Context: an optimization exercise on an open-source flow, tuned for small area. The choices shown serve that exercise and are no tape-out recipe. Function was checked by simulation only, so behaviour that the tests miss may differ from the original. The flow treats the clock pin as an ideal source, which a real chip does not have.

==> run a: inputs <==
## conv
module conv(
  input clk,
  input reset,
  input [15:0] pxl_in,
  output [15:0] pxl_out,
  output [9:0] count,
  output valid
);
  reg [15:0] r00;
  reg [15:0] r01;
  reg p_r01_13_1;
  reg p_r01_14_1;
  reg [15:0] r02;
  reg p_r02_13_1;
  reg p_r02_13_2;
  reg p_r02_14_1;
  reg [15:0] r10;
  reg p_r10_14_1;
  reg p_r10_14_2;
  reg [15:0] r11;
  reg [15:0] r12;
  reg [15:0] r20;
  reg [15:0] r21;
  reg [15:0] r22;
  reg p_r22_12_1;
  reg p_r22_13_1;
  reg p_r22_13_2;
  reg [25*16-1:0] line1;
  wire [15:0] line1_o = line1[25*16-1:24*16];
  reg [25*16-1:0] line2;
  wire [15:0] line2_o = line2[25*16-1:24*16];
  wire s1, c2;
  ha us1 (pxl_in[1], pxl_in[0], s1, c2);
  wire s3, c4;
  fa us3 (pxl_in[2], pxl_in[1], c2, s3, c4);
  wire s5, c6;
  fa us5 (pxl_in[3], pxl_in[2], c4, s5, c6);
  wire s7, c8;
  fa us7 (pxl_in[4], pxl_in[3], c6, s7, c8);
  wire s9, c10;
  fa us9 (pxl_in[5], pxl_in[4], c8, s9, c10);
  wire s11, c12;
  fa us11 (pxl_in[6], pxl_in[5], c10, s11, c12);
  wire s13, c14;
  fa us13 (pxl_in[7], pxl_in[6], c12, s13, c14);
  wire s15, c16;
  fa us15 (pxl_in[8], pxl_in[7], c14, s15, c16);
  wire s17, c18;
  fa us17 (pxl_in[9], pxl_in[8], c16, s17, c18);
  wire s19, c20;
  fa us19 (pxl_in[10], pxl_in[9], c18, s19, c20);
  wire s21, c22;
  ...
clock: 7.5 ns
lec_check: 0
abc_area: 0
cap_margin: 0
core_margin: 2
core_utilization: 40
cts_cluster_diameter: 150
cts_cluster_size: 25
gpl_timing_driven: 0
slew_margin: 0
synth_hierarchical: 1
standard.sh (not shown) runs the stock make flow with config.mk's settings and CLKGATE_MAP_FILE= SYNTH_SCRIPT=/design/flow/synth_recipe.tcl, a recipe that flattens the netlist after the stock synthesis.
==> flow/flow/run.sh <==
#!/bin/bash
# The standard layout (standard.sh) with two changes: the port buffers are
# the smallest buffer cell, and clock tree synthesis puts up to 35 flip-flops
# (within 90 um) on one leaf buffer and adds no dummy loads.
# ORFS writes each step's full log under orfs/logs/; make's output goes to
# standard.log.
set -euo pipefail
export BUFFER_PORTS_ARGS="-buffer_cell sky130_fd_sc_hd__buf_1"
export CTS_ARGS="-sink_clustering_enable -repair_clock_nets -dont_use_dummy_load -sink_clustering_size 35 -sink_clustering_max_diameter 90"
bash standard.sh > standard.log 2>&1
==> run b: changes against run a <==
==> flow/flow/run.sh (replaced) <==
#!/bin/bash
# The standard layout (standard.sh) with two changes: the port buffers are
# the two-strength buffer cell, and clock tree synthesis puts up to 30 flip-flops
# (within 70 um) on one leaf buffer and adds no dummy loads.
# ORFS writes each step's full log under orfs/logs/; make's output goes to
# standard.log.
set -euo pipefail
export BUFFER_PORTS_ARGS="-buffer_cell sky130_fd_sc_hd__buf_2"
export CTS_ARGS="-sink_clustering_enable -repair_clock_nets -dont_use_dummy_load -sink_clustering_size 30 -sink_clustering_max_diameter 70"
bash standard.sh > standard.log 2>&1
--- a/flow/config.mk
+++ b/flow/config.mk
@@ -5,12 +5,12 @@
 export SDC_FILE = /design/flow/constraint.sdc
 export NUM_CORES = 4
 export LEC_CHECK = 0
 export ABC_AREA = 0
 export CAP_MARGIN = 0
 export CORE_MARGIN = 2
-export CORE_UTILIZATION = 40
+export CORE_UTILIZATION = 45
 export CTS_CLUSTER_DIAMETER = 150
 export CTS_CLUSTER_SIZE = 25
 export GPL_TIMING_DRIVEN = 0
 export SLEW_MARGIN = 0
 export SYNTH_HIERARCHICAL = 1
==> run c: changes against run a <==
==> flow/flow/run.sh (replaced) <==
#!/bin/bash
# The standard layout (standard.sh) with two changes: the port buffers are
# the two-strength buffer cell, and clock tree synthesis puts up to 28 flip-flops
# (within 80 um) on one leaf buffer and adds no dummy loads.
# ORFS writes each step's full log under orfs/logs/; make's output goes to
# standard.log.
set -euo pipefail
export BUFFER_PORTS_ARGS="-buffer_cell sky130_fd_sc_hd__buf_2"
export CTS_ARGS="-sink_clustering_enable -repair_clock_nets -dont_use_dummy_load -sink_clustering_size 28 -sink_clustering_max_diameter 80"
bash standard.sh > standard.log 2>&1
--- a/flow/config.mk
+++ b/flow/config.mk
@@ -5,12 +5,12 @@
 export SDC_FILE = /design/flow/constraint.sdc
 export NUM_CORES = 4
 export LEC_CHECK = 0
 export ABC_AREA = 0
 export CAP_MARGIN = 0
 export CORE_MARGIN = 2
-export CORE_UTILIZATION = 40
+export CORE_UTILIZATION = 55
 export CTS_CLUSTER_DIAMETER = 150
 export CTS_CLUSTER_SIZE = 25
 export GPL_TIMING_DRIVEN = 0
 export SLEW_MARGIN = 0
 export SYNTH_HIERARCHICAL = 1
==> run d: changes against run a <==
--- a/flow/design.v
+++ b/flow/design.v
@@ -54,16 +54,14 @@
   wire s23, c24;
   ha us23 (pxl_in[12], pxl_in[11], s23, c24);
   wire s25, c26;
   fa us25 (pxl_in[13], pxl_in[12], c24, s25, c26);
   wire s27, c28;
   fa us27 (pxl_in[14], pxl_in[13], c26, s27, c28);
-  wire x29;
-  xo ux29 (pxl_in[15], pxl_in[14], x29);
-  wire x30;
-  xo ux30 (x29, c28, x30);
+  wire x29 = pxl_in[15] ^ pxl_in[14];
+  wire x30 = x29 ^ c28;
   wire s31, c32;
   ha us31 (pxl_in[2], pxl_in[0], s31, c32);
   wire s33, c34;
   fa us33 (pxl_in[3], pxl_in[1], c32, s33, c34);
   wire s35, c36;
   fa us35 (pxl_in[4], pxl_in[2], c34, s35, c36);
@@ -84,16 +82,14 @@
   wire s51, c52;
   fa us51 (pxl_in[12], pxl_in[10], c50, s51, c52);
   wire s53, c54;
   ha us53 (pxl_in[13], pxl_in[11], s53, c54);
   wire s55, c56;
   fa us55 (pxl_in[14], pxl_in[12], c54, s55, c56);
-  wire x57;
-  xo ux57 (pxl_in[15], pxl_in[13], x57);
-  wire x58;
-  xo ux58 (x57, c56, x58);
+  wire x57 = pxl_in[15] ^ pxl_in[13];
+  wire x58 = x57 ^ c56;
   wire s59, c60;
   ha us59 (pxl_in[3], pxl_in[0], s59, c60);
   wire s61, c62;
   fa us61 (pxl_in[4], pxl_in[1], c60, s61, c62);
   wire s63, c64;
   fa us63 (pxl_in[5], pxl_in[2], c62, s63, c64);
@@ -112,16 +108,14 @@
   wire s77, c78;
   fa us77 (pxl_in[12], pxl_in[9], c76, s77, c78);
   wire s79, c80;
   fa us79 (pxl_in[13], pxl_in[10], c78, s79, c80);
   wire s81, c82;
   ha us81 (pxl_in[14], pxl_in[11], s81, c82);
-  wire x83;
-  xo ux83 (pxl_in[15], pxl_in[12], x83);
-  wire x84;
-  xo ux84 (x83, c82, x84);
+  wire x83 = pxl_in[15] ^ pxl_in[12];
+  wire x84 = x83 ^ c82;
   wire s85, c86;
   ha us85 (pxl_in[0], s5, s85, c86);
   wire s87, c88;
   fa us87 (pxl_in[1], c86, s7, s87, c88);
   wire s89, c90;
   fa us89 (pxl_in[2], s9, c88, s89, c90);
@@ -146,18 +140,15 @@
   wire s109, c110;
   ha us109 (c106, s107, s109, c110);
   wire s111, c112;
   fa us111 (s27, s75, c108, s111, c112);
   wire s113, c114;
   ha us113 (c110, s111, s113, c114);
-  wire x115;
-  xo ux115 (x30, s77, x115);
-  wire x116;
-  xo ux116 (x115, c112, x116);
-  wire x117;
-  xo ux117 (x116, c114, x117);
+  wire x115 = x30 ^ s77;
+  wire x116 = x115 ^ c112;
+  wire x117 = x116 ^ c114;
   wire s118, c119;
   ha us118 (r00[0], pxl_in[0], s118, c119);
   wire s120, c121;
   fa us120 (r00[1], pxl_in[1], c119, s120, c121);
   wire s122, c123;
   fa us122 (r00[2], pxl_in[2], c121, s122, c123);
@@ -212,20 +203,16 @@
   ha us171 (s15, i170, s171, c172);
   wire s173, c174;
   fa us173 (r00[14], s81, c80, s173, c174);
   wire i175 = ~s17;
   wire s176, c177;
   fa us176 (i175, s173, c169, s176, c177);
-  wire x178;
-  xo ux178 (r00[15], x84, x178);
-  wire x179;
-  xo ux179 (x178, s19, x179);
-  wire x180;
-  xo ux180 (x179, c174, x180);
-  wire x181;
-  xo ux181 (x180, c177, x181);
+  wire x178 = r00[15] ^ x84;
+  wire x179 = x178 ^ s19;
+  wire x180 = x179 ^ c174;
+  wire x181 = x180 ^ c177;
   wire s182, c183;
   ha us182 (r01[0], pxl_in[0], s182, c183);
   wire s184, c185;
   fa us184 (r01[1], c183, s1, s184, c185);
   wire s186, c187;
   fa us186 (r01[2], s3, c185, s186, c187);
@@ -283,27 +270,22 @@
   fa us238 (r01[13], p_r01_13_1, i237, s238, c239);
   wire s240, c241;
   fa us240 (r01[14], pxl_in[9], s27, s240, c241);
   wire i242 = ~p_r01_14_1;
   wire s243, c244;
   fa us243 (i242, s240, c236, s243, c244);
-  wire x245;
-  xo ux245 (r01[15], pxl_in[10], x245);
-  wire x246;
-  xo ux246 (x245, x30, x246);
-  wire x247;
-  xo ux247 (x246, c241, x247);
-  wire x248;
-  xo ux248 (x247, c244, x248);
+  wire x245 = r01[15] ^ pxl_in[10];
+  wire x246 = x245 ^ x30;
+  wire x247 = x246 ^ c241;
+  wire x248 = x247 ^ c244;
   wire s249, c250;
   fa us249 (r02[13], p_r02_13_1, p_r02_13_2, s249, c250);
   wire i251 = ~r02[14];
   wire s252, c253;
   fa us252 (p_r02_14_1, i251, c250, s252, c253);
-  wire x254;
-  xo ux254 (r02[15], c253, x254);
+  wire x254 = r02[15] ^ c253;
   wire i255 = ~line1_o[0];
   wire s256, c257;
   ha us256 (i255, pxl_in[0], s256, c257);
   wire i258 = ~line1_o[1];
   wire s259, c260;
   fa us259 (i258, c257, s1, s259, c260);
@@ -359,20 +341,16 @@
   wire s310, c311;
   ha us310 (c305, s308, s310, c311);
   wire s312, c313;
   fa us312 (line1_o[14], s27, s19, s312, c313);
   wire s314, c315;
   ha us314 (c307, s312, s314, c315);
-  wire x316;
-  xo ux316 (line1_o[15], x30, x316);
-  wire x317;
-  xo ux317 (x316, s21, x317);
-  wire x318;
-  xo ux318 (c313, x317, x318);
-  wire x319;
-  xo ux319 (c315, x318, x319);
+  wire x316 = line1_o[15] ^ x30;
+  wire x317 = x316 ^ s21;
+  wire x318 = c313 ^ x317;
+  wire x319 = c315 ^ x318;
   wire s320, c321;
   ha us320 (r10[0], pxl_in[0], s320, c321);
   wire s322, c323;
   fa us322 (r10[1], pxl_in[1], c321, s322, c323);
   wire s324, c325;
   fa us324 (r10[2], s31, c323, s324, c325);
@@ -425,24 +403,18 @@
   wire s372, c373;
   fa us372 (s370, pxl_in[10], s55, s372, c373);
   wire s374, c375;
   fa us374 (c365, s372, c367, s374, c375);
   wire s376, c377;
   ha us376 (c369, s374, s376, c377);
-  wire x378;
-  xo ux378 (r10[15], c371, x378);
-  wire x379;
-  xo ux379 (x378, pxl_in[11], x379);
-  wire x380;
-  xo ux380 (x379, x58, x380);
-  wire x381;
-  xo ux381 (x380, c373, x381);
-  wire x382;
-  xo ux382 (x381, c375, x382);
-  wire x383;
-  xo ux383 (x382, c377, x383);
+  wire x378 = r10[15] ^ c371;
+  wire x379 = x378 ^ pxl_in[11];
+  wire x380 = x379 ^ x58;
+  wire x381 = x380 ^ c373;
+  wire x382 = x381 ^ c375;
+  wire x383 = x382 ^ c377;
   wire s384, c385;
   ha us384 (r11[0], pxl_in[0], s384, c385);
   wire s386, c387;
   fa us386 (r11[1], pxl_in[1], c385, s386, c387);
   wire s388, c389;
   fa us388 (r11[2], s31, c387, s388, c389);
@@ -495,24 +467,18 @@
   wire s436, c437;
   fa us436 (r11[14], s55, s21, s436, c437);
   wire s438, c439;
   fa us438 (c431, s436, c433, s438, c439);
   wire s440, c441;
   ha us440 (c435, s438, s440, c441);
-  wire x442;
-  xo ux442 (r11[15], s23, x442);
-  wire x443;
-  xo ux443 (x442, x58, x443);
-  wire x444;
-  xo ux444 (x443, c22, x444);
-  wire x445;
-  xo ux445 (x444, c437, x445);
-  wire x446;
-  xo ux446 (x445, c439, x446);
-  wire x447;
-  xo ux447 (x446, c441, x447);
+  wire x442 = r11[15] ^ s23;
+  wire x443 = x442 ^ x58;
+  wire x444 = x443 ^ c22;
+  wire x445 = x444 ^ c437;
+  wire x446 = x445 ^ c439;
+  wire x447 = x446 ^ c441;
   wire i448 = ~pxl_in[0];
   wire s449, c450;
   ha us449 (line2_o[3], i448, s449, c450);
   wire i451 = ~pxl_in[1];
   wire s452, c453;
   fa us452 (line2_o[4], i451, c450, s452, c453);
@@ -543,16 +509,14 @@
   wire i478 = ~s47;
   wire s479, c480;
   fa us479 (line2_o[13], i478, c477, s479, c480);
   wire i481 = ~s49;
   wire s482, c483;
   fa us482 (line2_o[14], i481, c480, s482, c483);
-  wire x484;
-  xo ux484 (line2_o[15], s51, x484);
-  wire x485;
-  xo ux485 (x484, c483, x485);
+  wire x484 = line2_o[15] ^ s51;
+  wire x485 = x484 ^ c483;
   wire s486, c487;
   ha us486 (r20[0], pxl_in[0], s486, c487);
   wire s488, c489;
   fa us488 (r20[1], pxl_in[1], c487, s488, c489);
   wire s490, c491;
   fa us490 (r20[2], pxl_in[2], c489, s490, c491);
@@ -601,22 +565,17 @@
   wire s534, c535;
   fa us534 (r20[14], s81, s47, s534, c535);
   wire s536, c537;
   fa us536 (s534, c80, c531, s536, c537);
   wire s538, c539;
   ha us538 (s536, c533, s538, c539);
-  wire x540;
-  xo ux540 (r20[15], x84, x540);
-  wire x541;
-  xo ux541 (x540, s49, x541);
-  wire x542;
-  xo ux542 (c535, x541, x542);
-  wire x543;
-  xo ux543 (x542, c537, x543);
-  wire x544;
-  xo ux544 (x543, c539, x544);
+  wire x540 = r20[15] ^ x84;
+  wire x541 = x540 ^ s49;
+  wire x542 = c535 ^ x541;
+  wire x543 = x542 ^ c537;
+  wire x544 = x543 ^ c539;
   wire s545, c546;
   ha us545 (r21[1], i448, s545, c546);
   wire i547 = ~s1;
   wire s548, c549;
   fa us548 (r21[2], c546, i547, s548, c549);
   wire i550 = ~s3;
@@ -674,37 +633,29 @@
   ha us601 (r21[13], i600, s601, c602);
   wire s603, c604;
   fa us603 (pxl_in[10], s25, c599, s603, c604);
   wire i605 = ~s603;
   wire s606, c607;
   fa us606 (r21[14], c602, i605, s606, c607);
-  wire x608;
-  xo ux608 (r21[15], pxl_in[11], x608);
-  wire x609;
-  xo ux609 (x608, s27, x609);
-  wire x610;
-  xo ux610 (x609, c604, x610);
-  wire x611;
-  xo ux611 (x610, c607, x611);
+  wire x608 = r21[15] ^ pxl_in[11];
+  wire x609 = x608 ^ s27;
+  wire x610 = x609 ^ c604;
+  wire x611 = x610 ^ c607;
   wire i612 = ~r22[5];
   wire i613 = ~p_r22_13_1;
   wire i614 = ~r22[0];
-  wire s615, c616;
-  xn us615 (r22[1], r22[0], s615);
-  o2 uc616 (r22[1], r22[0], c616);
+  wire s615 = ~(r22[1] ^ r22[0]);
+  wire c616 = r22[1] | r22[0];
   wire s617, c618;
   ha us617 (r22[2], c616, s617, c618);
-  wire s619, c620;
-  xn us619 (r22[3], c618, s619);
-  o2 uc620 (r22[3], c618, c620);
-  wire s621, c622;
-  xn us621 (r22[4], c620, s621);
-  o2 uc622 (r22[4], c620, c622);
-  wire s623, c624;
-  xn us623 (i612, c622, s623);
-  o2 uc624 (i612, c622, c624);
+  wire s619 = ~(r22[3] ^ c618);
+  wire c620 = r22[3] | c618;
+  wire s621 = ~(r22[4] ^ c620);
+  wire c622 = r22[4] | c620;
+  wire s623 = ~(i612 ^ c622);
+  wire c624 = i612 | c622;
   wire s625, c626;
   ha us625 (r22[6], c624, s625, c626);
   wire s627, c628;
   ha us627 (r22[7], c626, s627, c628);
   wire s629, c630;
   ha us629 (r22[8], c628, s629, c630);
@@ -720,14 +671,13 @@
   wire s640, c641;
   fa us640 (r22[13], p_r22_13_2, i613, s640, c641);
   wire s642, c643;
   fa us642 (s640, c638, s637, s642, c643);
   wire s644, c645;
   fa us644 (r22[14], c641, c643, s644, c645);
-  wire x646;
-  xo ux646 (r22[15], c645, x646);
+  wire x646 = r22[15] ^ c645;
   wire i647 = ~x646;
   wire [15:0] line1_i = {x254, s252, s249, r02[12], r02[11], r02[10], r02[9], r02[8], r02[7], r02[6], r02[5], r02[4], r02[3], r02[2], r02[1], r02[0]};
   wire [15:0] line2_i = {r12[15], r12[14], r12[13], r12[12], r12[11], r12[10], r12[9], r12[8], r12[7], r12[6], r12[5], r12[4], r12[3], r12[2], r12[1], r12[0]};
   assign pxl_out = {i647, s644, s642, i639, s635, s633, s631, s629, s627, s625, s623, s621, s619, s617, s615, i614};
   always @(posedge clk) begin
     r00 <= {x117, s113, s109, s105, s101, s99, s97, s95, s93, s91, s89, s87, s85, s3, s1, pxl_in[0]};
@@ -764,32 +714,19 @@
   always @(posedge clk) begin
     if (reset) counter <= 10'd0;
     else counter <= cn;
   end
   assign count = counter;
   wire [7:0] ce = counter[9:2];
-  wire [1:0] w1 = ce[0] + ce[3] + ce[6];
-  wire [1:0] w2 = ce[1] + ce[4] + ce[7];
-  wire [1:0] w4 = ce[2] + ce[5];
-  wire [4:0] vs7 = w1 + {w2, 1'b0} + {w4, 2'b0};
-  wire m0 = (vs7 == 5'd0) | (vs7 == 5'd7) | (vs7 == 5'd14);
-  wire ge = (|ce[7:4]) | (&ce[3:0]);
-  wire le = (ce <= 8'd196);
-  assign valid = ge & le & ~(counter[1] & m0);
+  wire [4:0] m7 = ce[2:0] + ce[5:3] + ce[7:6];
+  wire col_bad = counter[1] & (m7 == 5'd0 || m7 == 5'd7 || m7 == 5'd14);
+  wire in_rng = (counter >= 10'd59) && (counter <= 10'd785);
+  assign valid = in_rng & ~col_bad;
 endmodule
 module fa(input a, input b, input c, output s, output co);
   assign s = a ^ b ^ c;
   assign co = (a & b) | (c & (a ^ b));
 endmodule
 module ha(input a, input b, output s, output co);
   assign s = a ^ b;
   assign co = a & b;
 endmodule
-module xo(input a, input b, output s);
-  assign s = a ^ b;
-endmodule
-module xn(input a, input b, output s);
-  assign s = ~(a ^ b);
-endmodule
-module o2(input a, input b, output s);
-  assign s = a | b;
-endmodule
==> flow/run.sh (new file) <==
#!/bin/bash
# synth_recipe.tcl (not shown) runs the flow's synth.tcl, then flattens the netlist and writes it again
# the make line also repeats each setting of config.mk as NAME=value (left out here)
make -C /OpenROAD-flow-scripts/flow DESIGN_CONFIG=/design/flow/config.mk WORK_HOME=/design/flow/orfs CLKGATE_MAP_FILE= SYNTH_SCRIPT=/design/flow/synth_recipe.tcl finish
==> flow/config.mk (replaced) <==
export PLATFORM = sky130hd
export DESIGN_NAME = conv
export DESIGN_NICKNAME = conv
export VERILOG_FILES = /design/flow/design.v
export SDC_FILE = /design/flow/constraint.sdc
export NUM_CORES = 4
export LEC_CHECK = 0
export ABC_AREA = 1
export CAP_MARGIN = 0
export CORE_MARGIN = 2
export CORE_UTILIZATION = 40
export CTS_CLUSTER_DIAMETER = 150
export CTS_CLUSTER_SIZE = 25
export GPL_TIMING_DRIVEN = 0
export SLEW_MARGIN = 0
export SYNTH_HIERARCHICAL = 1
removed: flow/flow/run.sh
removed: flow/standard.sh
==> results_dict.tcl <==
set metrics [dict create \
    power_leakage_nw 12.1 \
    simple_gate_share_of_the_synthesized_area 0.0158 \
    post_synthesis_xor_xnor_area_fraction 0.0101 \
    sequential_fraction_of_the_synthesis_area 0.746 \
    worst-r2r-setup-slack_ns 0.98 \
    track_usage 0.105 \
    dp_cells 2418 \
    result_of_the_run "timing/DRC/antenna clean" \
    port_buffers 43 \
    nNetsFinal 1926 \
    final_core_utilization 0.447 \
]
-- figures above: run d

==> results_dict.tcl <==
set metrics [dict create \
    nNetsFinal 1805 \
    sequential_fraction_of_the_synthesis_area 0.756 \
    power_leakage_nw 11.7 \
    dp_cells 2053 \
    worst-r2r-setup-slack_ns 1.23 \
    p_int_mw 10.3 \
    n_clock_buffer 43 \
    result_of_the_run "timing/DRC/antenna clean" \
    layout-drive-gt1-share 0.0805 \
    taps 600 \
    cts_setup_buffers 2 \
    post_synthesis_xor_xnor_area_fraction 0.0178 \
    port_buffers 44 \
    final_core_utilization 0.608 \
]
-- figures above: run c

==> results_dict.tcl <==
set metrics [dict create \
    nNetsFinal 1799 \
    track_usage 0.116 \
    placed_cell_area_um2 26700 \
    dr_wl_met3_mm 1.13 \
    crit_start "pxl_in[2]" \
    dp_cells 2209 \
    worst-r2r-setup-slack_ns 1.12 \
    comb_power_share 0.209 \
    simple_gate_share_of_the_synthesized_area 0.00696 \
    result_of_the_run "timing/DRC/antenna clean" \
    sequential_fraction_of_the_synthesis_area 0.756 \
    top_usage_layer "met2" \
    clock_tree.htree_level_count 2 \
    r2r_cells 16 \
    final_core_utilization 0.495 \
    met2_global_route_usage 0.178 \
    port_buffers 44 \
    power_leakage_nw 11.7 \
]
-- figures above: run b

==> results_dict.tcl <==
set metrics [dict create \
    remaining_drc_errors 0 \
    result_of_the_run "timing/DRC/antenna clean" \
    port_buffers 44 \
    simple_gate_share_of_the_synthesized_area 0.00696 \
    relSlewSlack 0.345 \
    timing.critical_path.mode_cell "sky130_fd_sc_hd__fa_2" \
    nNetsFinal 1804 \
    track_usage 0.106 \
    power_leakage_nw 11.5 \
    dp_cells 2300 \
]
-- figures above: run a

[static timing again, ports no longer ideal]
Ports are ideal in the flow. The routed layouts listed here were re-timed in OpenROAD.
Step 1: set_driving_cell puts a clkbuf_16 on clk and a buf_2 on each other input, an assumption about the parent block.
Step 2 times the ports against the registers' clock, not the clock port: input delays grow and output delays shrink by t, the midpoint of the rising clock arrivals with the driver on.
Three values: ideal ports, drivers, drivers and shift; two values: the first two.
| run | t (ns) | slack for setup (ns) | worst hold slack (ns) | worst slew at a driven data input, ns |
|---|---|---|---|---|
| run a | 0.618 | 0.186 / 0.202 / -0.416 | 0.320 / 0.320 / 0.320 | 0.09 |
| run b | 0.615 | 0.187 / 0.198 / -0.418 | 0.271 / 0.271 / 0.271 | 0.07 |
| run c | 0.617 | 0.193 / 0.215 / -0.402 | 0.303 / 0.303 / 0.303 | 0.07 |
| run d | 0.637 | 0.192 / 0.203 / -0.434 | 0.316 / 0.316 / 0.316 | 0.10 |
Met with ideal ports but missed after step 2: setup timing in every run listed. The setup slack of run d, which loses most, moves by +0.011 ns with the drivers and by -0.626 ns with both steps.
